What follows belongs to an exercise in optimizing a design on an open flow for small area and a short achievable clock period; a production flow would make more cautious choices.
No functional check of the RTL was part of this run.

## design/flow/config.mk

```make
export PLATFORM = sky130hd
export DESIGN_NAME = lowp5
export DESIGN_NICKNAME = lowp5
export VERILOG_FILES = /design/flow/design.v
export SDC_FILE = /design/flow/constraint.sdc
export NUM_CORES = 4
export LEC_CHECK = 0
export CAP_MARGIN = 20
export CORE_MARGIN = 2
export CORE_UTILIZATION = 40
export SETUP_SLACK_MARGIN = 5
export SLEW_MARGIN = 20
export SYNTH_HIERARCHICAL = 1
```

## design/flow/constraint.sdc

```tcl
create_clock -name core_clock -period 15.0 [get_ports {clock_in}]
set_input_delay 3.0000 -clock core_clock [delete_from_list [all_inputs] [get_ports {clock_in}]]
set_output_delay 3.0000 -clock core_clock [all_outputs]
set_load 0.01 [all_outputs]
```

## design/flow/design.v

```verilog
module lowp5(signal_in, signal_out, time_constant, clock_in, reset, enable);
input enable;
input signed [27:0] signal_in;
input signed [4:0] time_constant;
input clock_in;
input reset;
output signed [27:0] signal_out;
reg [27:0] x1, y1, y2;
reg [29:0] r;
wire [29:0] rn = ~r;
assign signal_out = y1;
wire [27:0] x = signal_in;
wire [27:0] xn = ~x, x1n = ~x1, y1n = ~y1, y2n = ~y2;
wire [28:0] d = {y1[27], y1} - {y2[27], y2};
wire [28:0] dn = ~d;
wire s1, c2; bq_ha us1 (.a(r[0]), .b(y2n[2]), .s(s1), .co(c2));
wire s3, c4; bq_fa us3 (.a(~r[1]), .b(y2n[3]), .c(y2n[0]), .s(s3), .co(c4));
wire s5, c6; bq_ha us5 (.a(c2), .b(s3), .s(s5), .co(c6));
wire s7, c8; bq_fa us7 (.a(r[2]), .b(r[0]), .c(r[1]), .s(s7), .co(c8));
wire s9, c10; bq_fa us9 (.a(y2n[4]), .b(y2n[1]), .c(s7), .s(s9), .co(c10));
wire s11, c12; bq_fa us11 (.a(c4), .b(c6), .c(s9), .s(s11), .co(c12));
wire s13, c14; bq_ha us13 (.a(s11), .b(x[2]), .s(s13), .co(c14));
wire s15, c16; bq_fa us15 (.a(y1[0]), .b(r[3]), .c(r[1]), .s(s15), .co(c16));
wire s17, c18; bq_fa us17 (.a(r[0]), .b(y2n[5]), .c(y2n[2]), .s(s17), .co(c18));
wire s19, c20; bq_fa us19 (.a(c8), .b(s15), .c(s17), .s(s19), .co(c20));
wire s21, c22; bq_fa us21 (.a(c10), .b(s19), .c(c12), .s(s21), .co(c22));
wire s23, c24; bq_fa us23 (.a(s21), .b(x[3]), .c(x[1]), .s(s23), .co(c24));
wire s25, c26; bq_ha us25 (.a(x[0]), .b(c14), .s(s25), .co(c26));
wire s27, c28; bq_fa us27 (.a(y1[1]), .b(r[4]), .c(r[2]), .s(s27), .co(c28));
wire s29, c30; bq_fa us29 (.a(r[1]), .b(y2n[6]), .c(y2n[3]), .s(s29), .co(c30));
wire s31, c32; bq_fa us31 (.a(c16), .b(s27), .c(c18), .s(s31), .co(c32));
wire s33, c34; bq_fa us33 (.a(s29), .b(c20), .c(s31), .s(s33), .co(c34));
wire s35, c36; bq_fa us35 (.a(s33), .b(c22), .c(x[4]), .s(s35), .co(c36));
wire s37, c38; bq_fa us37 (.a(x[2]), .b(x[1]), .c(c26), .s(s37), .co(c38));
wire s39, c40; bq_ha us39 (.a(c24), .b(s35), .s(s39), .co(c40));
wire s41, c42; bq_fa us41 (.a(y1[2]), .b(r[5]), .c(r[3]), .s(s41), .co(c42));
wire s43, c44; bq_fa us43 (.a(r[2]), .b(y2n[7]), .c(y2n[4]), .s(s43), .co(c44));
wire s45, c46; bq_fa us45 (.a(c28), .b(s41), .c(c30), .s(s45), .co(c46));
wire s47, c48; bq_fa us47 (.a(s43), .b(c32), .c(s45), .s(s47), .co(c48));
wire s49, c50; bq_fa us49 (.a(c34), .b(s47), .c(x[5]), .s(s49), .co(c50));
wire s51, c52; bq_fa us51 (.a(x[3]), .b(x[2]), .c(c36), .s(s51), .co(c52));
wire s53, c54; bq_fa us53 (.a(s49), .b(c40), .c(c38), .s(s53), .co(c54));
wire s55, c56; bq_fa us55 (.a(y1[3]), .b(y1[0]), .c(r[6]), .s(s55), .co(c56));
wire s57, c58; bq_fa us57 (.a(r[4]), .b(r[3]), .c(y2n[8]), .s(s57), .co(c58));
wire s59, c60; bq_fa us59 (.a(y2n[5]), .b(c42), .c(s55), .s(s59), .co(c60));
wire s61, c62; bq_fa us61 (.a(c44), .b(s57), .c(s59), .s(s61), .co(c62));
wire s63, c64; bq_fa us63 (.a(c46), .b(s61), .c(c48), .s(s63), .co(c64));
wire s65, c66; bq_fa us65 (.a(s63), .b(x[6]), .c(x[4]), .s(s65), .co(c66));
wire s67, c68; bq_fa us67 (.a(x[3]), .b(c50), .c(s65), .s(s67), .co(c68));
wire s69, c70; bq_ha us69 (.a(c52), .b(s67), .s(s69), .co(c70));
wire s71, c72; bq_fa us71 (.a(y1[1]), .b(r[7]), .c(r[5]), .s(s71), .co(c72));
wire s73, c74; bq_fa us73 (.a(r[4]), .b(~y1[4]), .c(y2n[9]), .s(s73), .co(c74));
wire s75, c76; bq_fa us75 (.a(y2n[6]), .b(y2n[0]), .c(c56), .s(s75), .co(c76));
wire s77, c78; bq_fa us77 (.a(s71), .b(c58), .c(s73), .s(s77), .co(c78));
wire s79, c80; bq_fa us79 (.a(c60), .b(s75), .c(s77), .s(s79), .co(c80));
wire s81, c82; bq_fa us81 (.a(c62), .b(s79), .c(c64), .s(s81), .co(c82));
wire s83, c84; bq_fa us83 (.a(s81), .b(x[7]), .c(x[5]), .s(s83), .co(c84));
wire s85, c86; bq_fa us85 (.a(x[4]), .b(c66), .c(s83), .s(s85), .co(c86));
wire s87, c88; bq_ha us87 (.a(c68), .b(s85), .s(s87), .co(c88));
wire s89, c90; bq_fa us89 (.a(y1[5]), .b(y1[2]), .c(r[8]), .s(s89), .co(c90));
wire s91, c92; bq_fa us91 (.a(r[6]), .b(r[5]), .c(y1[4]), .s(s91), .co(c92));
wire s93, c94; bq_fa us93 (.a(y2n[10]), .b(y2n[7]), .c(y2n[1]), .s(s93), .co(c94));
wire s95, c96; bq_fa us95 (.a(c72), .b(s89), .c(s91), .s(s95), .co(c96));
wire s97, c98; bq_fa us97 (.a(c74), .b(s93), .c(c76), .s(s97), .co(c98));
wire s99, c100; bq_fa us99 (.a(s95), .b(c78), .c(s97), .s(s99), .co(c100));
wire s101, c102; bq_fa us101 (.a(c80), .b(s99), .c(c82), .s(s101), .co(c102));
wire s103, c104; bq_fa us103 (.a(x[8]), .b(x[6]), .c(x[5]), .s(s103), .co(c104));
wire s105, c106; bq_fa us105 (.a(s101), .b(c84), .c(s103), .s(s105), .co(c106));
wire s107, c108; bq_ha us107 (.a(c86), .b(s105), .s(s107), .co(c108));
wire s109, c110; bq_fa us109 (.a(y1[3]), .b(r[9]), .c(r[7]), .s(s109), .co(c110));
wire s111, c112; bq_fa us111 (.a(r[6]), .b(~y1[6]), .c(y2n[11]), .s(s111), .co(c112));
wire s113, c114; bq_fa us113 (.a(y2n[8]), .b(y2n[2]), .c(c90), .s(s113), .co(c114));
wire s115, c116; bq_fa us115 (.a(c92), .b(s109), .c(c94), .s(s115), .co(c116));
wire s117, c118; bq_fa us117 (.a(s111), .b(c96), .c(s113), .s(s117), .co(c118));
wire s119, c120; bq_fa us119 (.a(s115), .b(c98), .c(s117), .s(s119), .co(c120));
wire s121, c122; bq_fa us121 (.a(c100), .b(s119), .c(x[9]), .s(s121), .co(c122));
wire s123, c124; bq_fa us123 (.a(x[7]), .b(x[6]), .c(c102), .s(s123), .co(c124));
wire s125, c126; bq_fa us125 (.a(dn[0]), .b(c104), .c(s121), .s(s125), .co(c126));
wire s127, c128; bq_fa us127 (.a(s123), .b(c106), .c(s125), .s(s127), .co(c128));
wire s129, c130; bq_fa us129 (.a(y1[7]), .b(y1[4]), .c(r[10]), .s(s129), .co(c130));
wire s131, c132; bq_fa us131 (.a(r[8]), .b(r[7]), .c(y1[6]), .s(s131), .co(c132));
wire s133, c134; bq_fa us133 (.a(y2n[12]), .b(y2n[9]), .c(y2n[3]), .s(s133), .co(c134));
wire s135, c136; bq_fa us135 (.a(c110), .b(s129), .c(s131), .s(s135), .co(c136));
wire s137, c138; bq_fa us137 (.a(c112), .b(s133), .c(c114), .s(s137), .co(c138));
wire s139, c140; bq_fa us139 (.a(s135), .b(c116), .c(s137), .s(s139), .co(c140));
wire s141, c142; bq_fa us141 (.a(c118), .b(s139), .c(c120), .s(s141), .co(c142));
wire s143, c144; bq_fa us143 (.a(s141), .b(x[10]), .c(x[8]), .s(s143), .co(c144));
wire s145, c146; bq_fa us145 (.a(x[7]), .b(dn[1]), .c(c122), .s(s145), .co(c146));
wire s147, c148; bq_fa us147 (.a(s143), .b(c124), .c(c126), .s(s147), .co(c148));
wire s149, c150; bq_ha us149 (.a(s145), .b(c128), .s(s149), .co(c150));
wire s151, c152; bq_fa us151 (.a(y1[5]), .b(r[11]), .c(r[9]), .s(s151), .co(c152));
wire s153, c154; bq_fa us153 (.a(r[8]), .b(~y1[8]), .c(y2n[13]), .s(s153), .co(c154));
wire s155, c156; bq_fa us155 (.a(y2n[10]), .b(y2n[4]), .c(c130), .s(s155), .co(c156));
wire s157, c158; bq_fa us157 (.a(c132), .b(s151), .c(c134), .s(s157), .co(c158));
wire s159, c160; bq_fa us159 (.a(s153), .b(c136), .c(s155), .s(s159), .co(c160));
wire s161, c162; bq_fa us161 (.a(s157), .b(c138), .c(s159), .s(s161), .co(c162));
wire s163, c164; bq_fa us163 (.a(c140), .b(s161), .c(c142), .s(s163), .co(c164));
wire s165, c166; bq_fa us165 (.a(x[11]), .b(x[9]), .c(x[8]), .s(s165), .co(c166));
wire s167, c168; bq_fa us167 (.a(s163), .b(dn[2]), .c(dn[0]), .s(s167), .co(c168));
wire s169, c170; bq_fa us169 (.a(c144), .b(s165), .c(s167), .s(s169), .co(c170));
wire s171, c172; bq_fa us171 (.a(c146), .b(s169), .c(c148), .s(s171), .co(c172));
wire s173, c174; bq_fa us173 (.a(y1[9]), .b(y1[6]), .c(r[12]), .s(s173), .co(c174));
wire s175, c176; bq_fa us175 (.a(r[10]), .b(r[9]), .c(y1[8]), .s(s175), .co(c176));
wire s177, c178; bq_fa us177 (.a(y2n[14]), .b(y2n[11]), .c(y2n[5]), .s(s177), .co(c178));
wire s179, c180; bq_fa us179 (.a(c152), .b(s173), .c(s175), .s(s179), .co(c180));
wire s181, c182; bq_fa us181 (.a(c154), .b(s177), .c(c156), .s(s181), .co(c182));
wire s183, c184; bq_fa us183 (.a(s179), .b(c158), .c(s181), .s(s183), .co(c184));
wire s185, c186; bq_fa us185 (.a(c160), .b(s183), .c(c162), .s(s185), .co(c186));
wire s187, c188; bq_fa us187 (.a(s185), .b(x[12]), .c(x[10]), .s(s187), .co(c188));
wire s189, c190; bq_fa us189 (.a(x[9]), .b(c164), .c(dn[3]), .s(s189), .co(c190));
wire s191, c192; bq_fa us191 (.a(dn[1]), .b(c166), .c(s187), .s(s191), .co(c192));
wire s193, c194; bq_fa us193 (.a(c168), .b(s189), .c(s191), .s(s193), .co(c194));
wire s195, c196; bq_ha us195 (.a(c170), .b(s193), .s(s195), .co(c196));
wire s197, c198; bq_fa us197 (.a(y1[10]), .b(y1[7]), .c(r[13]), .s(s197), .co(c198));
wire s199, c200; bq_fa us199 (.a(r[11]), .b(r[10]), .c(y2n[15]), .s(s199), .co(c200));
wire s201, c202; bq_fa us201 (.a(y2n[12]), .b(y2n[6]), .c(c174), .s(s201), .co(c202));
wire s203, c204; bq_fa us203 (.a(c176), .b(s197), .c(c178), .s(s203), .co(c204));
wire s205, c206; bq_fa us205 (.a(s199), .b(c180), .c(s201), .s(s205), .co(c206));
wire s207, c208; bq_fa us207 (.a(s203), .b(c182), .c(s205), .s(s207), .co(c208));
wire s209, c210; bq_fa us209 (.a(c184), .b(s207), .c(c186), .s(s209), .co(c210));
wire s211, c212; bq_fa us211 (.a(x[13]), .b(x[11]), .c(x[10]), .s(s211), .co(c212));
wire s213, c214; bq_fa us213 (.a(d[0]), .b(s209), .c(dn[4]), .s(s213), .co(c214));
wire s215, c216; bq_fa us215 (.a(dn[2]), .b(c188), .c(s211), .s(s215), .co(c216));
wire s217, c218; bq_fa us217 (.a(c190), .b(s213), .c(c192), .s(s217), .co(c218));
wire s219, c220; bq_fa us219 (.a(s215), .b(c194), .c(s217), .s(s219), .co(c220));
wire s221, c222; bq_fa us221 (.a(y1[11]), .b(y1[8]), .c(r[14]), .s(s221), .co(c222));
wire s223, c224; bq_fa us223 (.a(r[12]), .b(r[11]), .c(y2n[16]), .s(s223), .co(c224));
wire s225, c226; bq_fa us225 (.a(y2n[13]), .b(y2n[7]), .c(c198), .s(s225), .co(c226));
wire s227, c228; bq_fa us227 (.a(s221), .b(c200), .c(s223), .s(s227), .co(c228));
wire s229, c230; bq_fa us229 (.a(c202), .b(s225), .c(c204), .s(s229), .co(c230));
wire s231, c232; bq_fa us231 (.a(s227), .b(c206), .c(s229), .s(s231), .co(c232));
wire s233, c234; bq_fa us233 (.a(c208), .b(s231), .c(x[14]), .s(s233), .co(c234));
wire s235, c236; bq_fa us235 (.a(x[12]), .b(x[11]), .c(d[1]), .s(s235), .co(c236));
wire s237, c238; bq_fa us237 (.a(c210), .b(dn[5]), .c(dn[3]), .s(s237), .co(c238));
wire s239, c240; bq_fa us239 (.a(c212), .b(s233), .c(s235), .s(s239), .co(c240));
wire s241, c242; bq_fa us241 (.a(c214), .b(s237), .c(c216), .s(s241), .co(c242));
wire s243, c244; bq_fa us243 (.a(s239), .b(c218), .c(s241), .s(s243), .co(c244));
wire s245, c246; bq_fa us245 (.a(y1[12]), .b(y1[9]), .c(r[15]), .s(s245), .co(c246));
wire s247, c248; bq_fa us247 (.a(r[13]), .b(r[12]), .c(y2n[17]), .s(s247), .co(c248));
wire s249, c250; bq_fa us249 (.a(y2n[14]), .b(y2n[8]), .c(c222), .s(s249), .co(c250));
wire s251, c252; bq_fa us251 (.a(s245), .b(c224), .c(s247), .s(s251), .co(c252));
wire s253, c254; bq_fa us253 (.a(c226), .b(s249), .c(c228), .s(s253), .co(c254));
wire s255, c256; bq_fa us255 (.a(s251), .b(c230), .c(s253), .s(s255), .co(c256));
wire s257, c258; bq_fa us257 (.a(c232), .b(s255), .c(x[15]), .s(s257), .co(c258));
wire s259, c260; bq_fa us259 (.a(x[13]), .b(x[12]), .c(d[2]), .s(s259), .co(c260));
wire s261, c262; bq_fa us261 (.a(d[0]), .b(dn[6]), .c(dn[4]), .s(s261), .co(c262));
wire s263, c264; bq_fa us263 (.a(c234), .b(s257), .c(c236), .s(s263), .co(c264));
wire s265, c266; bq_fa us265 (.a(s259), .b(c238), .c(s261), .s(s265), .co(c266));
wire s267, c268; bq_fa us267 (.a(c240), .b(s263), .c(s265), .s(s267), .co(c268));
wire s269, c270; bq_ha us269 (.a(c242), .b(s267), .s(s269), .co(c270));
wire s271, c272; bq_fa us271 (.a(y1[13]), .b(y1[10]), .c(r[16]), .s(s271), .co(c272));
wire s273, c274; bq_fa us273 (.a(r[14]), .b(r[13]), .c(y2n[18]), .s(s273), .co(c274));
wire s275, c276; bq_fa us275 (.a(y2n[15]), .b(y2n[9]), .c(c246), .s(s275), .co(c276));
wire s277, c278; bq_fa us277 (.a(s271), .b(c248), .c(s273), .s(s277), .co(c278));
wire s279, c280; bq_fa us279 (.a(c250), .b(s275), .c(c252), .s(s279), .co(c280));
wire s281, c282; bq_fa us281 (.a(s277), .b(c254), .c(s279), .s(s281), .co(c282));
wire s283, c284; bq_fa us283 (.a(c256), .b(s281), .c(x[16]), .s(s283), .co(c284));
wire s285, c286; bq_fa us285 (.a(x[14]), .b(x[13]), .c(d[3]), .s(s285), .co(c286));
wire s287, c288; bq_fa us287 (.a(d[1]), .b(dn[7]), .c(dn[5]), .s(s287), .co(c288));
wire s289, c290; bq_fa us289 (.a(c258), .b(s283), .c(c260), .s(s289), .co(c290));
wire s291, c292; bq_fa us291 (.a(s285), .b(c262), .c(s287), .s(s291), .co(c292));
wire s293, c294; bq_fa us293 (.a(c264), .b(s289), .c(c266), .s(s293), .co(c294));
wire s295, c296; bq_fa us295 (.a(s291), .b(c268), .c(s293), .s(s295), .co(c296));
wire s297, c298; bq_fa us297 (.a(y1[11]), .b(r[17]), .c(r[15]), .s(s297), .co(c298));
wire s299, c300; bq_fa us299 (.a(r[14]), .b(~y1[14]), .c(y2n[19]), .s(s299), .co(c300));
wire s301, c302; bq_fa us301 (.a(y2n[16]), .b(y2n[10]), .c(c272), .s(s301), .co(c302));
wire s303, c304; bq_fa us303 (.a(s297), .b(c274), .c(s299), .s(s303), .co(c304));
wire s305, c306; bq_fa us305 (.a(c276), .b(s301), .c(c278), .s(s305), .co(c306));
wire s307, c308; bq_fa us307 (.a(s303), .b(c280), .c(s305), .s(s307), .co(c308));
wire s309, c310; bq_fa us309 (.a(c282), .b(s307), .c(x[17]), .s(s309), .co(c310));
wire s311, c312; bq_fa us311 (.a(x[15]), .b(x[14]), .c(d[4]), .s(s311), .co(c312));
wire s313, c314; bq_fa us313 (.a(d[2]), .b(dn[8]), .c(dn[6]), .s(s313), .co(c314));
wire s315, c316; bq_fa us315 (.a(dn[0]), .b(c284), .c(s309), .s(s315), .co(c316));
wire s317, c318; bq_fa us317 (.a(c286), .b(s311), .c(c288), .s(s317), .co(c318));
wire s319, c320; bq_fa us319 (.a(s313), .b(s315), .c(c290), .s(s319), .co(c320));
wire s321, c322; bq_fa us321 (.a(c292), .b(s317), .c(s319), .s(s321), .co(c322));
wire s323, c324; bq_ha us323 (.a(c294), .b(s321), .s(s323), .co(c324));
wire s325, c326; bq_fa us325 (.a(y1[15]), .b(y1[12]), .c(r[18]), .s(s325), .co(c326));
wire s327, c328; bq_fa us327 (.a(r[16]), .b(r[15]), .c(y1[14]), .s(s327), .co(c328));
wire s329, c330; bq_fa us329 (.a(y2n[20]), .b(y2n[17]), .c(y2n[11]), .s(s329), .co(c330));
wire s331, c332; bq_fa us331 (.a(c298), .b(s325), .c(s327), .s(s331), .co(c332));
wire s333, c334; bq_fa us333 (.a(c300), .b(s329), .c(c302), .s(s333), .co(c334));
wire s335, c336; bq_fa us335 (.a(s331), .b(c304), .c(s333), .s(s335), .co(c336));
wire s337, c338; bq_fa us337 (.a(c306), .b(s335), .c(c308), .s(s337), .co(c338));
wire s339, c340; bq_fa us339 (.a(s337), .b(x[18]), .c(x[16]), .s(s339), .co(c340));
wire s341, c342; bq_fa us341 (.a(x[15]), .b(d[5]), .c(d[3]), .s(s341), .co(c342));
wire s343, c344; bq_fa us343 (.a(dn[9]), .b(dn[7]), .c(dn[1]), .s(s343), .co(c344));
wire s345, c346; bq_fa us345 (.a(c310), .b(s339), .c(c312), .s(s345), .co(c346));
wire s347, c348; bq_fa us347 (.a(s341), .b(c314), .c(s343), .s(s347), .co(c348));
wire s349, c350; bq_fa us349 (.a(c316), .b(s345), .c(c318), .s(s349), .co(c350));
wire s351, c352; bq_fa us351 (.a(s347), .b(c320), .c(s349), .s(s351), .co(c352));
wire s353, c354; bq_ha us353 (.a(c322), .b(s351), .s(s353), .co(c354));
wire s355, c356; bq_fa us355 (.a(y1[16]), .b(y1[13]), .c(r[19]), .s(s355), .co(c356));
wire s357, c358; bq_fa us357 (.a(r[17]), .b(r[16]), .c(y2n[21]), .s(s357), .co(c358));
wire s359, c360; bq_fa us359 (.a(y2n[18]), .b(y2n[12]), .c(c326), .s(s359), .co(c360));
wire s361, c362; bq_fa us361 (.a(c328), .b(s355), .c(c330), .s(s361), .co(c362));
wire s363, c364; bq_fa us363 (.a(s357), .b(c332), .c(s359), .s(s363), .co(c364));
wire s365, c366; bq_fa us365 (.a(s361), .b(c334), .c(s363), .s(s365), .co(c366));
wire s367, c368; bq_fa us367 (.a(c336), .b(s365), .c(c338), .s(s367), .co(c368));
wire s369, c370; bq_fa us369 (.a(x[19]), .b(x[17]), .c(x[16]), .s(s369), .co(c370));
wire s371, c372; bq_fa us371 (.a(d[6]), .b(d[4]), .c(dn[10]), .s(s371), .co(c372));
wire s373, c374; bq_fa us373 (.a(dn[8]), .b(dn[2]), .c(s367), .s(s373), .co(c374));
wire s375, c376; bq_fa us375 (.a(c340), .b(s369), .c(c342), .s(s375), .co(c376));
wire s377, c378; bq_fa us377 (.a(c344), .b(s371), .c(s373), .s(s377), .co(c378));
wire s379, c380; bq_fa us379 (.a(c346), .b(s375), .c(c348), .s(s379), .co(c380));
wire s381, c382; bq_fa us381 (.a(s377), .b(c350), .c(s379), .s(s381), .co(c382));
wire s383, c384; bq_ha us383 (.a(c352), .b(s381), .s(s383), .co(c384));
wire s385, c386; bq_fa us385 (.a(y1[17]), .b(y1[14]), .c(r[20]), .s(s385), .co(c386));
wire s387, c388; bq_fa us387 (.a(r[18]), .b(r[17]), .c(y2n[22]), .s(s387), .co(c388));
wire s389, c390; bq_fa us389 (.a(y2n[19]), .b(y2n[13]), .c(c356), .s(s389), .co(c390));
wire s391, c392; bq_fa us391 (.a(s385), .b(c358), .c(s387), .s(s391), .co(c392));
wire s393, c394; bq_fa us393 (.a(c360), .b(s389), .c(c362), .s(s393), .co(c394));
wire s395, c396; bq_fa us395 (.a(s391), .b(c364), .c(s393), .s(s395), .co(c396));
wire s397, c398; bq_fa us397 (.a(c366), .b(s395), .c(x[20]), .s(s397), .co(c398));
wire s399, c400; bq_fa us399 (.a(x[18]), .b(x[17]), .c(d[7]), .s(s399), .co(c400));
wire s401, c402; bq_fa us401 (.a(d[5]), .b(dn[11]), .c(dn[9]), .s(s401), .co(c402));
wire s403, c404; bq_fa us403 (.a(dn[3]), .b(c368), .c(c370), .s(s403), .co(c404));
wire s405, c406; bq_fa us405 (.a(s397), .b(s399), .c(c372), .s(s405), .co(c406));
wire s407, c408; bq_fa us407 (.a(s401), .b(c374), .c(s403), .s(s407), .co(c408));
wire s409, c410; bq_fa us409 (.a(c376), .b(s405), .c(c378), .s(s409), .co(c410));
wire s411, c412; bq_fa us411 (.a(s407), .b(c380), .c(s409), .s(s411), .co(c412));
wire s413, c414; bq_ha us413 (.a(c382), .b(s411), .s(s413), .co(c414));
wire s415, c416; bq_fa us415 (.a(y1[18]), .b(y1[15]), .c(r[21]), .s(s415), .co(c416));
wire s417, c418; bq_fa us417 (.a(r[19]), .b(r[18]), .c(y2n[23]), .s(s417), .co(c418));
wire s419, c420; bq_fa us419 (.a(y2n[20]), .b(y2n[14]), .c(c386), .s(s419), .co(c420));
wire s421, c422; bq_fa us421 (.a(s415), .b(c388), .c(s417), .s(s421), .co(c422));
wire s423, c424; bq_fa us423 (.a(c390), .b(s419), .c(c392), .s(s423), .co(c424));
wire s425, c426; bq_fa us425 (.a(s421), .b(c394), .c(s423), .s(s425), .co(c426));
wire s427, c428; bq_fa us427 (.a(c396), .b(s425), .c(x[21]), .s(s427), .co(c428));
wire s429, c430; bq_fa us429 (.a(x[19]), .b(x[18]), .c(d[8]), .s(s429), .co(c430));
wire s431, c432; bq_fa us431 (.a(d[6]), .b(dn[12]), .c(dn[10]), .s(s431), .co(c432));
wire s433, c434; bq_fa us433 (.a(dn[4]), .b(c398), .c(s427), .s(s433), .co(c434));
wire s435, c436; bq_fa us435 (.a(c400), .b(s429), .c(c402), .s(s435), .co(c436));
wire s437, c438; bq_fa us437 (.a(s431), .b(c404), .c(s433), .s(s437), .co(c438));
wire s439, c440; bq_fa us439 (.a(c406), .b(s435), .c(c408), .s(s439), .co(c440));
wire s441, c442; bq_fa us441 (.a(s437), .b(c410), .c(s439), .s(s441), .co(c442));
wire s443, c444; bq_ha us443 (.a(c412), .b(s441), .s(s443), .co(c444));
wire s445, c446; bq_fa us445 (.a(y1[19]), .b(y1[16]), .c(r[22]), .s(s445), .co(c446));
wire s447, c448; bq_fa us447 (.a(r[20]), .b(r[19]), .c(y2n[24]), .s(s447), .co(c448));
wire s449, c450; bq_fa us449 (.a(y2n[21]), .b(y2n[15]), .c(c416), .s(s449), .co(c450));
wire s451, c452; bq_fa us451 (.a(s445), .b(c418), .c(s447), .s(s451), .co(c452));
wire s453, c454; bq_fa us453 (.a(c420), .b(s449), .c(c422), .s(s453), .co(c454));
wire s455, c456; bq_fa us455 (.a(s451), .b(c424), .c(s453), .s(s455), .co(c456));
wire s457, c458; bq_fa us457 (.a(c426), .b(s455), .c(x[22]), .s(s457), .co(c458));
wire s459, c460; bq_fa us459 (.a(x[20]), .b(x[19]), .c(d[9]), .s(s459), .co(c460));
wire s461, c462; bq_fa us461 (.a(d[7]), .b(dn[13]), .c(dn[11]), .s(s461), .co(c462));
wire s463, c464; bq_fa us463 (.a(dn[5]), .b(c428), .c(s457), .s(s463), .co(c464));
wire s465, c466; bq_fa us465 (.a(c430), .b(s459), .c(c432), .s(s465), .co(c466));
wire s467, c468; bq_fa us467 (.a(s461), .b(c434), .c(s463), .s(s467), .co(c468));
wire s469, c470; bq_fa us469 (.a(c436), .b(s465), .c(c438), .s(s469), .co(c470));
wire s471, c472; bq_fa us471 (.a(s467), .b(c440), .c(s469), .s(s471), .co(c472));
wire s473, c474; bq_ha us473 (.a(c442), .b(s471), .s(s473), .co(c474));
wire s475, c476; bq_fa us475 (.a(y1[20]), .b(y1[17]), .c(r[23]), .s(s475), .co(c476));
wire s477, c478; bq_fa us477 (.a(r[21]), .b(r[20]), .c(y2n[25]), .s(s477), .co(c478));
wire s479, c480; bq_fa us479 (.a(y2n[22]), .b(y2n[16]), .c(c446), .s(s479), .co(c480));
wire s481, c482; bq_fa us481 (.a(s475), .b(c448), .c(s477), .s(s481), .co(c482));
wire s483, c484; bq_fa us483 (.a(c450), .b(s479), .c(c452), .s(s483), .co(c484));
wire s485, c486; bq_fa us485 (.a(s481), .b(c454), .c(s483), .s(s485), .co(c486));
wire s487, c488; bq_fa us487 (.a(c456), .b(s485), .c(x[23]), .s(s487), .co(c488));
wire s489, c490; bq_fa us489 (.a(x[21]), .b(x[20]), .c(d[10]), .s(s489), .co(c490));
wire s491, c492; bq_fa us491 (.a(d[8]), .b(dn[14]), .c(dn[12]), .s(s491), .co(c492));
wire s493, c494; bq_fa us493 (.a(dn[6]), .b(c458), .c(s487), .s(s493), .co(c494));
wire s495, c496; bq_fa us495 (.a(c460), .b(s489), .c(c462), .s(s495), .co(c496));
wire s497, c498; bq_fa us497 (.a(s491), .b(c464), .c(s493), .s(s497), .co(c498));
wire s499, c500; bq_fa us499 (.a(c466), .b(s495), .c(c468), .s(s499), .co(c500));
wire s501, c502; bq_fa us501 (.a(s497), .b(c470), .c(s499), .s(s501), .co(c502));
wire s503, c504; bq_ha us503 (.a(c472), .b(s501), .s(s503), .co(c504));
wire s505, c506; bq_fa us505 (.a(y1[21]), .b(y1[18]), .c(r[24]), .s(s505), .co(c506));
wire s507, c508; bq_fa us507 (.a(r[22]), .b(r[21]), .c(y2n[26]), .s(s507), .co(c508));
wire s509, c510; bq_fa us509 (.a(y2n[23]), .b(y2n[17]), .c(c476), .s(s509), .co(c510));
wire s511, c512; bq_fa us511 (.a(s505), .b(c478), .c(s507), .s(s511), .co(c512));
wire s513, c514; bq_fa us513 (.a(c480), .b(s509), .c(c482), .s(s513), .co(c514));
wire s515, c516; bq_fa us515 (.a(s511), .b(c484), .c(s513), .s(s515), .co(c516));
wire s517, c518; bq_fa us517 (.a(c486), .b(s515), .c(x[24]), .s(s517), .co(c518));
wire s519, c520; bq_fa us519 (.a(x[22]), .b(x[21]), .c(d[11]), .s(s519), .co(c520));
wire s521, c522; bq_fa us521 (.a(d[9]), .b(dn[15]), .c(dn[13]), .s(s521), .co(c522));
wire s523, c524; bq_fa us523 (.a(dn[7]), .b(c488), .c(s517), .s(s523), .co(c524));
wire s525, c526; bq_fa us525 (.a(c490), .b(s519), .c(c492), .s(s525), .co(c526));
wire s527, c528; bq_fa us527 (.a(s521), .b(c494), .c(s523), .s(s527), .co(c528));
wire s529, c530; bq_fa us529 (.a(c496), .b(s525), .c(c498), .s(s529), .co(c530));
wire s531, c532; bq_fa us531 (.a(s527), .b(c500), .c(s529), .s(s531), .co(c532));
wire s533, c534; bq_ha us533 (.a(c502), .b(s531), .s(s533), .co(c534));
wire s535, c536; bq_fa us535 (.a(y1[19]), .b(y2[27]), .c(r[25]), .s(s535), .co(c536));
wire s537, c538; bq_fa us537 (.a(r[23]), .b(r[22]), .c(~y1[22]), .s(s537), .co(c538));
wire s539, c540; bq_fa us539 (.a(y2n[24]), .b(y2n[18]), .c(c506), .s(s539), .co(c540));
wire s541, c542; bq_fa us541 (.a(s535), .b(s537), .c(c508), .s(s541), .co(c542));
wire s543, c544; bq_fa us543 (.a(c510), .b(s539), .c(c512), .s(s543), .co(c544));
wire s545, c546; bq_fa us545 (.a(s541), .b(c514), .c(s543), .s(s545), .co(c546));
wire s547, c548; bq_fa us547 (.a(c516), .b(s545), .c(x[25]), .s(s547), .co(c548));
wire s549, c550; bq_fa us549 (.a(x[23]), .b(x[22]), .c(d[12]), .s(s549), .co(c550));
wire s551, c552; bq_fa us551 (.a(d[10]), .b(dn[16]), .c(dn[14]), .s(s551), .co(c552));
wire s553, c554; bq_fa us553 (.a(dn[8]), .b(c518), .c(s547), .s(s553), .co(c554));
wire s555, c556; bq_fa us555 (.a(c520), .b(s549), .c(c522), .s(s555), .co(c556));
wire s557, c558; bq_fa us557 (.a(s551), .b(c524), .c(s553), .s(s557), .co(c558));
wire s559, c560; bq_fa us559 (.a(c526), .b(s555), .c(c528), .s(s559), .co(c560));
wire s561, c562; bq_fa us561 (.a(s557), .b(c530), .c(s559), .s(s561), .co(c562));
wire s563, c564; bq_ha us563 (.a(c532), .b(s561), .s(s563), .co(c564));
wire s565, c566; bq_fa us565 (.a(y1[20]), .b(r[26]), .c(r[24]), .s(s565), .co(c566));
wire s567, c568; bq_fa us567 (.a(r[23]), .b(y1[22]), .c(~y1[23]), .s(s567), .co(c568));
wire s569, c570; bq_fa us569 (.a(y2n[25]), .b(y2n[19]), .c(c536), .s(s569), .co(c570));
wire s571, c572; bq_fa us571 (.a(c538), .b(s565), .c(s567), .s(s571), .co(c572));
wire s573, c574; bq_fa us573 (.a(c540), .b(s569), .c(s571), .s(s573), .co(c574));
wire s575, c576; bq_fa us575 (.a(c542), .b(s573), .c(c544), .s(s575), .co(c576));
wire s577, c578; bq_fa us577 (.a(c546), .b(s575), .c(x[26]), .s(s577), .co(c578));
wire s579, c580; bq_fa us579 (.a(x[24]), .b(x[23]), .c(d[13]), .s(s579), .co(c580));
wire s581, c582; bq_fa us581 (.a(d[11]), .b(dn[17]), .c(dn[15]), .s(s581), .co(c582));
wire s583, c584; bq_fa us583 (.a(dn[9]), .b(c548), .c(s577), .s(s583), .co(c584));
wire s585, c586; bq_fa us585 (.a(c550), .b(s579), .c(c552), .s(s585), .co(c586));
wire s587, c588; bq_fa us587 (.a(s581), .b(c554), .c(s583), .s(s587), .co(c588));
wire s589, c590; bq_fa us589 (.a(c556), .b(s585), .c(c558), .s(s589), .co(c590));
wire s591, c592; bq_fa us591 (.a(s587), .b(c560), .c(s589), .s(s591), .co(c592));
wire s593, c594; bq_ha us593 (.a(c562), .b(s591), .s(s593), .co(c594));
wire s595, c596; bq_fa us595 (.a(y1[21]), .b(r[27]), .c(r[25]), .s(s595), .co(c596));
wire s597, c598; bq_fa us597 (.a(r[24]), .b(y1[23]), .c(~y1[24]), .s(s597), .co(c598));
wire s599, c600; bq_fa us599 (.a(y2n[26]), .b(y2n[20]), .c(y2n[0]), .s(s599), .co(c600));
wire s601, c602; bq_fa us601 (.a(c566), .b(c568), .c(s595), .s(s601), .co(c602));
wire s603, c604; bq_fa us603 (.a(s597), .b(s599), .c(c570), .s(s603), .co(c604));
wire s605, c606; bq_fa us605 (.a(c572), .b(s601), .c(s603), .s(s605), .co(c606));
wire s607, c608; bq_fa us607 (.a(c574), .b(s605), .c(c576), .s(s607), .co(c608));
wire s609, c610; bq_fa us609 (.a(s607), .b(x[25]), .c(x[24]), .s(s609), .co(c610));
wire s611, c612; bq_fa us611 (.a(d[14]), .b(d[12]), .c(xn[27]), .s(s611), .co(c612));
wire s613, c614; bq_fa us613 (.a(dn[18]), .b(dn[16]), .c(dn[10]), .s(s613), .co(c614));
wire s615, c616; bq_fa us615 (.a(c578), .b(s609), .c(c580), .s(s615), .co(c616));
wire s617, c618; bq_fa us617 (.a(s611), .b(c582), .c(s613), .s(s617), .co(c618));
wire s619, c620; bq_fa us619 (.a(c584), .b(s615), .c(c586), .s(s619), .co(c620));
wire s621, c622; bq_fa us621 (.a(s617), .b(c588), .c(s619), .s(s621), .co(c622));
wire s623, c624; bq_fa us623 (.a(c590), .b(s621), .c(c592), .s(s623), .co(c624));
wire s625, c626; bq_fa us625 (.a(y1[25]), .b(y1[22]), .c(y1[0]), .s(s625), .co(c626));
wire s627, c628; bq_fa us627 (.a(y2[27]), .b(r[28]), .c(r[26]), .s(s627), .co(c628));
wire s629, c630; bq_fa us629 (.a(r[25]), .b(y1[24]), .c(y2n[21]), .s(s629), .co(c630));
wire s631, c632; bq_fa us631 (.a(y2n[1]), .b(c596), .c(c598), .s(s631), .co(c632));
wire s633, c634; bq_fa us633 (.a(s625), .b(s627), .c(c600), .s(s633), .co(c634));
wire s635, c636; bq_fa us635 (.a(s629), .b(c602), .c(s631), .s(s635), .co(c636));
wire s637, c638; bq_fa us637 (.a(s633), .b(c604), .c(s635), .s(s637), .co(c638));
wire s639, c640; bq_fa us639 (.a(c606), .b(s637), .c(c608), .s(s639), .co(c640));
wire s641, c642; bq_fa us641 (.a(x[26]), .b(x[25]), .c(d[15]), .s(s641), .co(c642));
wire s643, c644; bq_fa us643 (.a(d[13]), .b(dn[19]), .c(dn[17]), .s(s643), .co(c644));
wire s645, c646; bq_fa us645 (.a(dn[11]), .b(s639), .c(c610), .s(s645), .co(c646));
wire s647, c648; bq_fa us647 (.a(c612), .b(s641), .c(c614), .s(s647), .co(c648));
wire s649, c650; bq_fa us649 (.a(s643), .b(s645), .c(c616), .s(s649), .co(c650));
wire s651, c652; bq_fa us651 (.a(c618), .b(s647), .c(s649), .s(s651), .co(c652));
wire s653, c654; bq_fa us653 (.a(c620), .b(s651), .c(c622), .s(s653), .co(c654));
wire s655, c656; bq_fa us655 (.a(y1[23]), .b(y1[1]), .c(r[27]), .s(s655), .co(c656));
wire s657, c658; bq_fa us657 (.a(r[26]), .b(~y1[26]), .c(y2n[22]), .s(s657), .co(c658));
wire s659, c660; bq_fa us659 (.a(y2n[2]), .b(rn[29]), .c(c626), .s(s659), .co(c660));
wire s661, c662; bq_fa us661 (.a(c628), .b(s655), .c(c630), .s(s661), .co(c662));
wire s663, c664; bq_fa us663 (.a(s657), .b(c632), .c(s659), .s(s663), .co(c664));
wire s665, c666; bq_fa us665 (.a(c634), .b(s661), .c(c636), .s(s665), .co(c666));
wire s667, c668; bq_fa us667 (.a(s663), .b(c638), .c(s665), .s(s667), .co(c668));
wire s669, c670; bq_fa us669 (.a(s667), .b(x[26]), .c(d[16]), .s(s669), .co(c670));
wire s671, c672; bq_fa us671 (.a(d[14]), .b(xn[27]), .c(c640), .s(s671), .co(c672));
wire s673, c674; bq_fa us673 (.a(dn[20]), .b(dn[18]), .c(dn[12]), .s(s673), .co(c674));
wire s675, c676; bq_fa us675 (.a(c642), .b(s669), .c(c644), .s(s675), .co(c676));
wire s677, c678; bq_fa us677 (.a(s671), .b(s673), .c(c646), .s(s677), .co(c678));
wire s679, c680; bq_fa us679 (.a(c648), .b(s675), .c(s677), .s(s679), .co(c680));
wire s681, c682; bq_fa us681 (.a(c650), .b(s679), .c(c652), .s(s681), .co(c682));
wire s683, c684; bq_fa us683 (.a(y1[24]), .b(y1[2]), .c(r[28]), .s(s683), .co(c684));
wire s685, c686; bq_fa us685 (.a(r[27]), .b(y1[26]), .c(y1n[27]), .s(s685), .co(c686));
wire s687, c688; bq_fa us687 (.a(y2n[23]), .b(y2n[3]), .c(c656), .s(s687), .co(c688));
wire s689, c690; bq_fa us689 (.a(s683), .b(c658), .c(s685), .s(s689), .co(c690));
wire s691, c692; bq_fa us691 (.a(c660), .b(s687), .c(c662), .s(s691), .co(c692));
wire s693, c694; bq_fa us693 (.a(s689), .b(c664), .c(s691), .s(s693), .co(c694));
wire s695, c696; bq_fa us695 (.a(c666), .b(s693), .c(c668), .s(s695), .co(c696));
wire s697, c698; bq_fa us697 (.a(d[17]), .b(d[15]), .c(xn[27]), .s(s697), .co(c698));
wire s699, c700; bq_fa us699 (.a(s695), .b(dn[21]), .c(dn[19]), .s(s699), .co(c700));
wire s701, c702; bq_fa us701 (.a(dn[13]), .b(c670), .c(s697), .s(s701), .co(c702));
wire s703, c704; bq_fa us703 (.a(c672), .b(c674), .c(s699), .s(s703), .co(c704));
wire s705, c706; bq_fa us705 (.a(s701), .b(c676), .c(s703), .s(s705), .co(c706));
wire s707, c708; bq_fa us707 (.a(c678), .b(s705), .c(c680), .s(s707), .co(c708));
wire s709, c710; bq_fa us709 (.a(y1[3]), .b(r[28]), .c(~y1[25]), .s(s709), .co(c710));
wire s711, c712; bq_fa us711 (.a(y2n[24]), .b(y2n[4]), .c(rn[29]), .s(s711), .co(c712));
wire s713, c714; bq_fa us713 (.a(c684), .b(s709), .c(c686), .s(s713), .co(c714));
wire s715, c716; bq_fa us715 (.a(s711), .b(c688), .c(c690), .s(s715), .co(c716));
wire s717, c718; bq_fa us717 (.a(s713), .b(c692), .c(s715), .s(s717), .co(c718));
wire s719, c720; bq_fa us719 (.a(c694), .b(s717), .c(d[18]), .s(s719), .co(c720));
wire s721, c722; bq_fa us721 (.a(d[16]), .b(c696), .c(dn[22]), .s(s721), .co(c722));
wire s723, c724; bq_fa us723 (.a(dn[20]), .b(dn[14]), .c(c698), .s(s723), .co(c724));
wire s725, c726; bq_fa us725 (.a(s719), .b(c700), .c(s721), .s(s725), .co(c726));
wire s727, c728; bq_fa us727 (.a(c702), .b(s723), .c(c704), .s(s727), .co(c728));
wire s729, c730; bq_fa us729 (.a(s725), .b(c706), .c(s727), .s(s729), .co(c730));
wire s731, c732; bq_fa us731 (.a(y1[4]), .b(y1[25]), .c(~y1[26]), .s(s731), .co(c732));
wire s733, c734; bq_fa us733 (.a(y2n[25]), .b(y2n[5]), .c(rn[29]), .s(s733), .co(c734));
wire s735, c736; bq_fa us735 (.a(c710), .b(s731), .c(c712), .s(s735), .co(c736));
wire s737, c738; bq_fa us737 (.a(s733), .b(c714), .c(s735), .s(s737), .co(c738));
wire s739, c740; bq_fa us739 (.a(c716), .b(s737), .c(c718), .s(s739), .co(c740));
wire s741, c742; bq_fa us741 (.a(s739), .b(d[19]), .c(d[17]), .s(s741), .co(c742));
wire s743, c744; bq_fa us743 (.a(dn[23]), .b(dn[21]), .c(dn[15]), .s(s743), .co(c744));
wire s745, c746; bq_fa us745 (.a(c720), .b(s741), .c(c722), .s(s745), .co(c746));
wire s747, c748; bq_fa us747 (.a(s743), .b(c724), .c(c726), .s(s747), .co(c748));
wire s749, c750; bq_fa us749 (.a(s745), .b(c728), .c(s747), .s(s749), .co(c750));
wire s751, c752; bq_fa us751 (.a(y1[26]), .b(~y1[5]), .c(y1n[27]), .s(s751), .co(c752));
wire s753, c754; bq_fa us753 (.a(y2n[26]), .b(y2n[6]), .c(c732), .s(s753), .co(c754));
wire s755, c756; bq_fa us755 (.a(c734), .b(s751), .c(s753), .s(s755), .co(c756));
wire s757, c758; bq_fa us757 (.a(c736), .b(s755), .c(c738), .s(s757), .co(c758));
wire s759, c760; bq_fa us759 (.a(s757), .b(c740), .c(d[20]), .s(s759), .co(c760));
wire s761, c762; bq_fa us761 (.a(d[18]), .b(dn[24]), .c(dn[22]), .s(s761), .co(c762));
wire s763, c764; bq_fa us763 (.a(dn[16]), .b(c742), .c(s759), .s(s763), .co(c764));
wire s765, c766; bq_fa us765 (.a(c744), .b(s761), .c(s763), .s(s765), .co(c766));
wire s767, c768; bq_fa us767 (.a(c746), .b(s765), .c(c748), .s(s767), .co(c768));
wire s769, c770; bq_fa us769 (.a(y2[27]), .b(y1[5]), .c(~y1[6]), .s(s769), .co(c770));
wire s771, c772; bq_fa us771 (.a(y2n[7]), .b(s769), .c(c752), .s(s771), .co(c772));
wire s773, c774; bq_fa us773 (.a(c754), .b(s771), .c(c756), .s(s773), .co(c774));
wire s775, c776; bq_fa us775 (.a(s773), .b(c758), .c(d[21]), .s(s775), .co(c776));
wire s777, c778; bq_fa us777 (.a(d[19]), .b(dn[25]), .c(dn[23]), .s(s777), .co(c778));
wire s779, c780; bq_fa us779 (.a(dn[17]), .b(c760), .c(s775), .s(s779), .co(c780));
wire s781, c782; bq_fa us781 (.a(c762), .b(s777), .c(c764), .s(s781), .co(c782));
wire s783, c784; bq_fa us783 (.a(s779), .b(c766), .c(s781), .s(s783), .co(c784));
wire s785, c786; bq_fa us785 (.a(y1[7]), .b(y1[6]), .c(y2n[8]), .s(s785), .co(c786));
wire s787, c788; bq_fa us787 (.a(c770), .b(s785), .c(c772), .s(s787), .co(c788));
wire s789, c790; bq_fa us789 (.a(s787), .b(c774), .c(d[22]), .s(s789), .co(c790));
wire s791, c792; bq_fa us791 (.a(d[20]), .b(dn[26]), .c(dn[24]), .s(s791), .co(c792));
wire s793, c794; bq_fa us793 (.a(dn[18]), .b(c776), .c(s789), .s(s793), .co(c794));
wire s795, c796; bq_fa us795 (.a(c778), .b(s791), .c(c780), .s(s795), .co(c796));
wire s797, c798; bq_fa us797 (.a(s793), .b(c782), .c(s795), .s(s797), .co(c798));
wire s799, c800; bq_fa us799 (.a(~y1[8]), .b(y2n[9]), .c(c786), .s(s799), .co(c800));
wire s801, c802; bq_fa us801 (.a(s799), .b(c788), .c(d[23]), .s(s801), .co(c802));
wire s803, c804; bq_fa us803 (.a(d[21]), .b(dn[27]), .c(dn[25]), .s(s803), .co(c804));
wire s805, c806; bq_fa us805 (.a(dn[19]), .b(c790), .c(s801), .s(s805), .co(c806));
wire s807, c808; bq_fa us807 (.a(c792), .b(s803), .c(c794), .s(s807), .co(c808));
wire s809, c810; bq_fa us809 (.a(s805), .b(c796), .c(s807), .s(s809), .co(c810));
wire s811, c812; bq_fa us811 (.a(y1[9]), .b(y1[8]), .c(y2n[10]), .s(s811), .co(c812));
wire s813, c814; bq_fa us813 (.a(s811), .b(c800), .c(d[28]), .s(s813), .co(c814));
wire s815, c816; bq_fa us815 (.a(d[24]), .b(d[22]), .c(dn[26]), .s(s815), .co(c816));
wire s817, c818; bq_fa us817 (.a(dn[20]), .b(c802), .c(s813), .s(s817), .co(c818));
wire s819, c820; bq_fa us819 (.a(c804), .b(s815), .c(c806), .s(s819), .co(c820));
wire s821, c822; bq_fa us821 (.a(s817), .b(c808), .c(s819), .s(s821), .co(c822));
wire s823, c824; bq_fa us823 (.a(~y1[10]), .b(y2n[11]), .c(c812), .s(s823), .co(c824));
wire s825, c826; bq_fa us825 (.a(s823), .b(d[25]), .c(d[23]), .s(s825), .co(c826));
wire s827, c828; bq_fa us827 (.a(dn[27]), .b(dn[21]), .c(c814), .s(s827), .co(c828));
wire s829, c830; bq_fa us829 (.a(s825), .b(c816), .c(c818), .s(s829), .co(c830));
wire s831, c832; bq_fa us831 (.a(s827), .b(c820), .c(s829), .s(s831), .co(c832));
wire s833, c834; bq_fa us833 (.a(y1[11]), .b(y1[10]), .c(y2n[12]), .s(s833), .co(c834));
wire s835, c836; bq_fa us835 (.a(s833), .b(c824), .c(d[28]), .s(s835), .co(c836));
wire s837, c838; bq_fa us837 (.a(d[26]), .b(d[24]), .c(dn[22]), .s(s837), .co(c838));
wire s839, c840; bq_fa us839 (.a(c826), .b(s835), .c(s837), .s(s839), .co(c840));
wire s841, c842; bq_fa us841 (.a(c828), .b(s839), .c(c830), .s(s841), .co(c842));
wire s843, c844; bq_fa us843 (.a(~y1[12]), .b(y2n[13]), .c(c834), .s(s843), .co(c844));
wire s845, c846; bq_fa us845 (.a(s843), .b(d[27]), .c(d[25]), .s(s845), .co(c846));
wire s847, c848; bq_fa us847 (.a(dn[23]), .b(c836), .c(s845), .s(s847), .co(c848));
wire s849, c850; bq_fa us849 (.a(c838), .b(s847), .c(c840), .s(s849), .co(c850));
wire s851, c852; bq_fa us851 (.a(y1[13]), .b(y1[12]), .c(y2n[14]), .s(s851), .co(c852));
wire s853, c854; bq_fa us853 (.a(s851), .b(c844), .c(d[26]), .s(s853), .co(c854));
wire s855, c856; bq_fa us855 (.a(dn[28]), .b(dn[24]), .c(c846), .s(s855), .co(c856));
wire s857, c858; bq_fa us857 (.a(s853), .b(c848), .c(s855), .s(s857), .co(c858));
wire s859, c860; bq_fa us859 (.a(~y1[14]), .b(y2n[15]), .c(c852), .s(s859), .co(c860));
wire s861, c862; bq_fa us861 (.a(s859), .b(d[27]), .c(dn[25]), .s(s861), .co(c862));
wire s863, c864; bq_fa us863 (.a(c854), .b(s861), .c(c856), .s(s863), .co(c864));
wire s865, c866; bq_fa us865 (.a(y1[15]), .b(y1[14]), .c(y2n[16]), .s(s865), .co(c866));
wire s867, c868; bq_fa us867 (.a(s865), .b(c860), .c(dn[28]), .s(s867), .co(c868));
wire s869, c870; bq_fa us869 (.a(dn[26]), .b(c862), .c(s867), .s(s869), .co(c870));
wire s871, c872; bq_fa us871 (.a(~y1[16]), .b(y2n[17]), .c(c866), .s(s871), .co(c872));
wire s873, c874; bq_fa us873 (.a(s871), .b(dn[27]), .c(c868), .s(s873), .co(c874));
wire s875, c876; bq_fa us875 (.a(y1[17]), .b(y1[16]), .c(y2n[18]), .s(s875), .co(c876));
wire s877, c878; bq_fa us877 (.a(s875), .b(c872), .c(d[28]), .s(s877), .co(c878));
wire s879, c880; bq_fa us879 (.a(~y1[18]), .b(y2n[19]), .c(c876), .s(s879), .co(c880));
wire s881, c882; bq_fa us881 (.a(y1[18]), .b(~y1[19]), .c(y2n[20]), .s(s881), .co(c882));
wire s883, c884; bq_fa us883 (.a(y1[19]), .b(~y1[20]), .c(y2n[21]), .s(s883), .co(c884));
wire s885, c886; bq_fa us885 (.a(y1[20]), .b(~y1[21]), .c(y2n[22]), .s(s885), .co(c886));
wire s887, c888; bq_fa us887 (.a(y1[21]), .b(~y1[22]), .c(y2n[23]), .s(s887), .co(c888));
wire s889, c890; bq_fa us889 (.a(y1[22]), .b(~y1[23]), .c(y2n[24]), .s(s889), .co(c890));
wire s891, c892; bq_fa us891 (.a(y1[23]), .b(~y1[24]), .c(y2n[25]), .s(s891), .co(c892));
wire s893, c894; bq_fa us893 (.a(y1[24]), .b(~y1[25]), .c(y2n[26]), .s(s893), .co(c894));
wire s895, c896; bq_fa us895 (.a(y1[26]), .b(y2[27]), .c(y1[25]), .s(s895), .co(c896));
wire [59:0] ra = {1'b1, y1n[27], s895, c892, c890, c888, c886, c884, c882, s881, s879, s877, c870, s869, s863, s857, s849, c832, c822, c810, c798, c784, s783, c750, c730, s729, s707, s681, s653, c594, c564, c534, c504, c474, c444, c414, c384, c354, c324, c296, c270, c244, c220, c196, s195, c150, s147, c108, c88, c70, s69, s51, s39, s25, x[0], s5, s1, y2n[1], 1'b1, 1'b0};
wire [59:0] rb = {1'b0, c896, c894, s893, s891, s889, s887, s885, s883, c880, c878, c874, s873, c864, c858, c850, c842, s841, s831, s821, s809, s797, c768, s767, s749, c708, c682, c654, c624, s623, s593, s563, s533, s503, s473, s443, s413, s383, s353, s323, s295, s269, s243, s219, c172, s171, s149, s127, s107, s87, c54, s53, s37, s23, s13, x[1], x[0], 1'b0, y2n[0], 1'b0};
wire [59:0] m = ra + rb;
wire [27:0] ynew = {m[59], m[56:30]};
wire [27:0] xm = reset ? x : x1;
wire [29:0] rnext = {x[27], x, 1'b0} + {{2{xm[27]}}, xm};
always @(posedge clock_in) begin
  if (reset | enable) r <= rnext;
  if (reset) begin
    x1 <= signal_in; y1 <= signal_in; y2 <= signal_in;
  end else if (enable) begin
    x1 <= x; y1 <= ynew; y2 <= y1;
  end
end
endmodule
module bq_fa(input a, input b, input c, output s, output co);
assign s = a ^ b ^ c;
assign co = (a & b) | (a & c) | (b & c);
endmodule
module bq_ha(input a, input b, output s, output co);
assign s = a ^ b;
assign co = a & b;
endmodule
```

## design/flow/run.sh

```bash
#!/bin/bash
# synth_recipe.tcl (not shown) runs the flow's synth.tcl, then flattens the netlist and writes it again
# the make line also repeats each setting of config.mk as NAME=value (left out here)
make -C /OpenROAD-flow-scripts/flow DESIGN_CONFIG=/design/flow/config.mk WORK_HOME=/design/flow/orfs CLKGATE_MAP_FILE= SYNTH_SCRIPT=/design/flow/synth_recipe.tcl finish
```

==> flow_metrics.py <==
metrics = {
    "run_status": {
        "outcome": "timing/DRC/antenna clean",
    },
    "cells_and_area": {
        "nNetsFinal": 2198,
        "drive_gt1_frac": 0.03534,
        "n_antenna_cell": 0,
        "utilization": 0.4413,
        "fin_cells": 2220,
        "area_growth_pct": 9.732,
        "final_area_um2": 20410,
        "fillers": 4391,
    },
    "global_routing": {
        "antenna_found_initial": 0,
        "grt_pass1_wl_um": 84460,
        "grt_pass1_vias": 13367,
        "grt_max_degree": 62,
        "grt_use_total": 0.2471,
        "grt_overflow": 0,
    },
    "critical_path": {
        "slowest_delay_ns": 0.66,
        "arrival_ns": 9.69,
        "cp-start-kind": "flip-flop",
        "crit_top_cell": "fa_1",
        "cp.required_ns": 15.21,
        "cp-end-kind": "flip-flop",
        "cp_slowest_cell": "edfxtp_1",
        "cp_max_fo": 6,
        "worst-setup-path-type": "reg2reg",
    },
    "timing": {
        "fin_setup_tns_ns": 0,
        "maxSlewHeadroom": 0.4199,
        "fmax_ghz": 0.1056,
        "finClkSkew_ns": 0.01891,
        "rsz0062_at_grt": "no",
        "final_max_slew_viol_count": 0,
        "worst_slack_ns": 5.526,
        "fin_crit_ns": 9.474,
        "tightest_slew_ns": 0.8701,
        "fin_crit_sh": 0.6316,
        "finalSetupViolations": 0,
        "final_hold_viol_count": 0,
        "hold_ws_ns": 0.5875,
    },
    "drt": {
        "wl_met1_um": 23950,
        "post_drt_wl_per_cell_um": 25.16,
        "vias": 12434,
        "drtIter0Drc": 947,
        "drc": 0,
        "first_pass_iters": 5,
        "wl_met2_um": 26470,
        "top_layer_used": "met4",
        "drt_wl_total_um": 55860,
        "final_antenna_net_count": 0,
        "via_per_inst": 5.601,
        "wl_met3_um": 3451,
    },
    "placed_design": {
        "dpl.cell_count": 2188,
        "place.gp.congestion": 0.9105,
        "dp_slack_ns": 5.324,
        "placed_cell_area_um2": 19860,
        "numPortBuffers": 58,
        "hpwlAfterDp_um": 47450,
    },
    "logic_synthesis": {
        "ys.flop_type": "edfxtp_1",
        "seq_area_frac_synth": 0.1840,
        "synth-edff-count": 114,
        "async_flop_share": 0,
        "yosys_warnings": 7,
        "syn_inst": 1549,
        "synth_nets": 2147,
        "syn_area_per_cell_um2": 12.01,
        "synth_seq_cells": 114,
        "syn_area_um2": 18600,
        "ys_types": 68,
    },
    "cts": {
        "cts-root-buf": "clkbuf_16",
        "clk_latency_ns": 0.49,
        "numCtsBuffers": 17,
        "htreeDepth": 4,
        "cts_tree": "done",
        "postCtsSetupRepairBufs": 0,
        "cts_resized": 0,
        "clk_path_buf_depth": 2,
        "path_clk_slew_ns": 0.06,
        "cts_sinks": 114,
        "hold_buffers": 0,
    },
    "floorplanning": {
        "fp.dieH_um": 219.7,
        "coreArea_um2": 46260,
        "initial_core_util": 0.4022,
        "die-area_um2": 48250,
        "rows": 79,
        "dieWidth_um": 219.7,
        "ios": 64,
    },
    "min_path": {
        "worstHoldPathType": "reg2reg",
    },
    "run": {
        "maxCapViolations": 0,
    },
}
-- final timing paths --
kind / startpoint / endpoint / slack, ns / depth (start not counted)
min: x1[0]$_DFFE_PP_ / r[0]$_DFFE_PP_ / 0.59 / 2
max reg2reg: y1[0]$_DFFE_PP_ / y1[11]$_DFFE_PP_ / 5.53 / 29
max: y1[0]$_DFFE_PP_ / y1[11]$_DFFE_PP_ / 5.53 / 29
min reg2reg: x1[0]$_DFFE_PP_ / r[0]$_DFFE_PP_ / 0.59 / 2
-- per-module statistics from Yosys (local to each module, per instance) --
module	copies in the design	cells inside	flip-flops and latches	area (um^2)
lowp5	1	1101	114	9793
bq_ha	21	1	0	12.51
bq_fa	427	1	0	20.02
-- layout by cell type, fill, tap and decap left out, types with 30 or more instances in the layout --
cell	netlist	routed
a21oi_1	87	87
xnor2_1	40	40
xor2_1	30	30
nor2_1	50	50
ha_1	133	133
o21ai_0	116	116
a21o_1	61	61
inv_1	137	137
nand2_1	84	84
clkdlybuf4s50_1	0	57
fa_1	429	429
edfxtp_1	114	114
-- Yosys cell counts, drive strengths merged, types with 3 or more instances --
| library cell | instances | share of area |
|---|---|---|
| a211o | 3 | 0.0014 |
| a211oi | 4 | 0.0016 |
| a21boi | 5 | 0.0020 |
| a21o | 61 | 0.025 |
| a21oi | 90 | 0.025 |
| a311oi | 3 | 0.0014 |
| a31oi | 17 | 0.0057 |
| a41oi | 4 | 0.0027 |
| and3 | 5 | 0.0020 |
| and4 | 4 | 0.0019 |
| clkbuf | 27 | 0.0054 |
| edfxtp | 114 | 0.18 |
| fa | 429 | 0.46 |
| ha | 133 | 0.089 |
| inv | 137 | 0.028 |
| nand2 | 84 | 0.017 |
| nand2b | 14 | 0.0047 |
| nand3 | 24 | 0.0065 |
| nand3b | 4 | 0.0016 |
| nand4 | 18 | 0.0061 |
| nand4b | 3 | 0.0014 |
| nor2 | 50 | 0.010 |
| nor2b | 17 | 0.0057 |
| nor3 | 10 | 0.0027 |
| nor4 | 8 | 0.0030 |
| o2111ai | 3 | 0.0014 |
| o211ai | 5 | 0.0020 |
| o21a | 11 | 0.0044 |
| o21ai | 120 | 0.032 |
| o21bai | 13 | 0.0052 |
| o221ai | 3 | 0.0014 |
| o31a | 3 | 0.0014 |
| o31ai | 8 | 0.0040 |
| or2 | 8 | 0.0027 |
| or3 | 5 | 0.0017 |
| xnor2 | 40 | 0.019 |
| xor2 | 30 | 0.014 |
-- cells by family after synthesis --
group,after synthesis,share of synthesized area
muxes,1,0.0006052
DFF,114,0.1840
xor gates and xnor gates,70,0.03295
AOI/OAI and AO/OA,377,0.1286
buffers and inverters,166,0.03356
and+or+nand+nor,259,0.06920
adders and majority gates,562,0.5511
-- flip-flops by register name, indices dropped and copies added (netlist names) --
signal  cells
r          30
x1         28
y1         28
y2         28
-- critical path, delay by kind of cell (launching register included) --
kind,cells,cell delay [ns]
compound gates,14,3.48
xor+xnor,2,0.82
fa+ha+maj,8,3.28
buf+inv,3,0.57
flops,1,0.66
simple gates,2,0.39
-- cell type report --
| cell class | count | area [um^2] | area share |
|---|---|---|---|
| Inverter | 137 | 514.2 | 0.02519 |
| Timing Repair Buffer | 61 | 600.6 | 0.02942 |
| Clock buffer | 18 | 429.2 | 0.02102 |
| Multi-Input combinational cell | 1269 | 14560 | 0.7132 |
| Clock inverter | 14 | 128.9 | 0.006313 |
| Sequential cell | 114 | 3423 | 0.1677 |
| Tap cell | 607 | 759.5 | 0.03720 |
-- metal layers --
layer | track usage | up-vias
met2 | 0.3981 | 396
met3 | 0.05162 | 78
met5 | 0 | -
met1 | 0.3293 | 6473
li1 | - | 5487
met4 | 0.09374 | 0

-- port drivers added, routing unchanged --
The results above use ideal ports. As a check the final layout listed here was re-extracted and re-timed, cells and wires unchanged.
Step 1: set_driving_cell puts a clkbuf_16 on clock_in and a buf_2 on each other input, an assumption about the parent block.
Step 2 adds t to the input delays and takes it off the output delays; t is the mean of the earliest and latest rising clock arrival at the registers after step 1. Input paths then give back, and output paths get back, about the clock's delay inside the block.
Slacks: no drivers / after step 1 / after step 2; pairs: no drivers / after step 1.
t, ns: 0.538
setup slack, ns: 5.526 / 5.526 / 5.158
hold WS [ns]: 0.587 / 0.587 / 0.587
worst setup path after step 2: input to register
latest minus earliest clock arrival (ns): 0.019 / 0.019
After both steps this run still meets setup and hold. For this run, drivers alone change the setup slack by 0.000 ns; drivers and shift together by -0.368 ns.
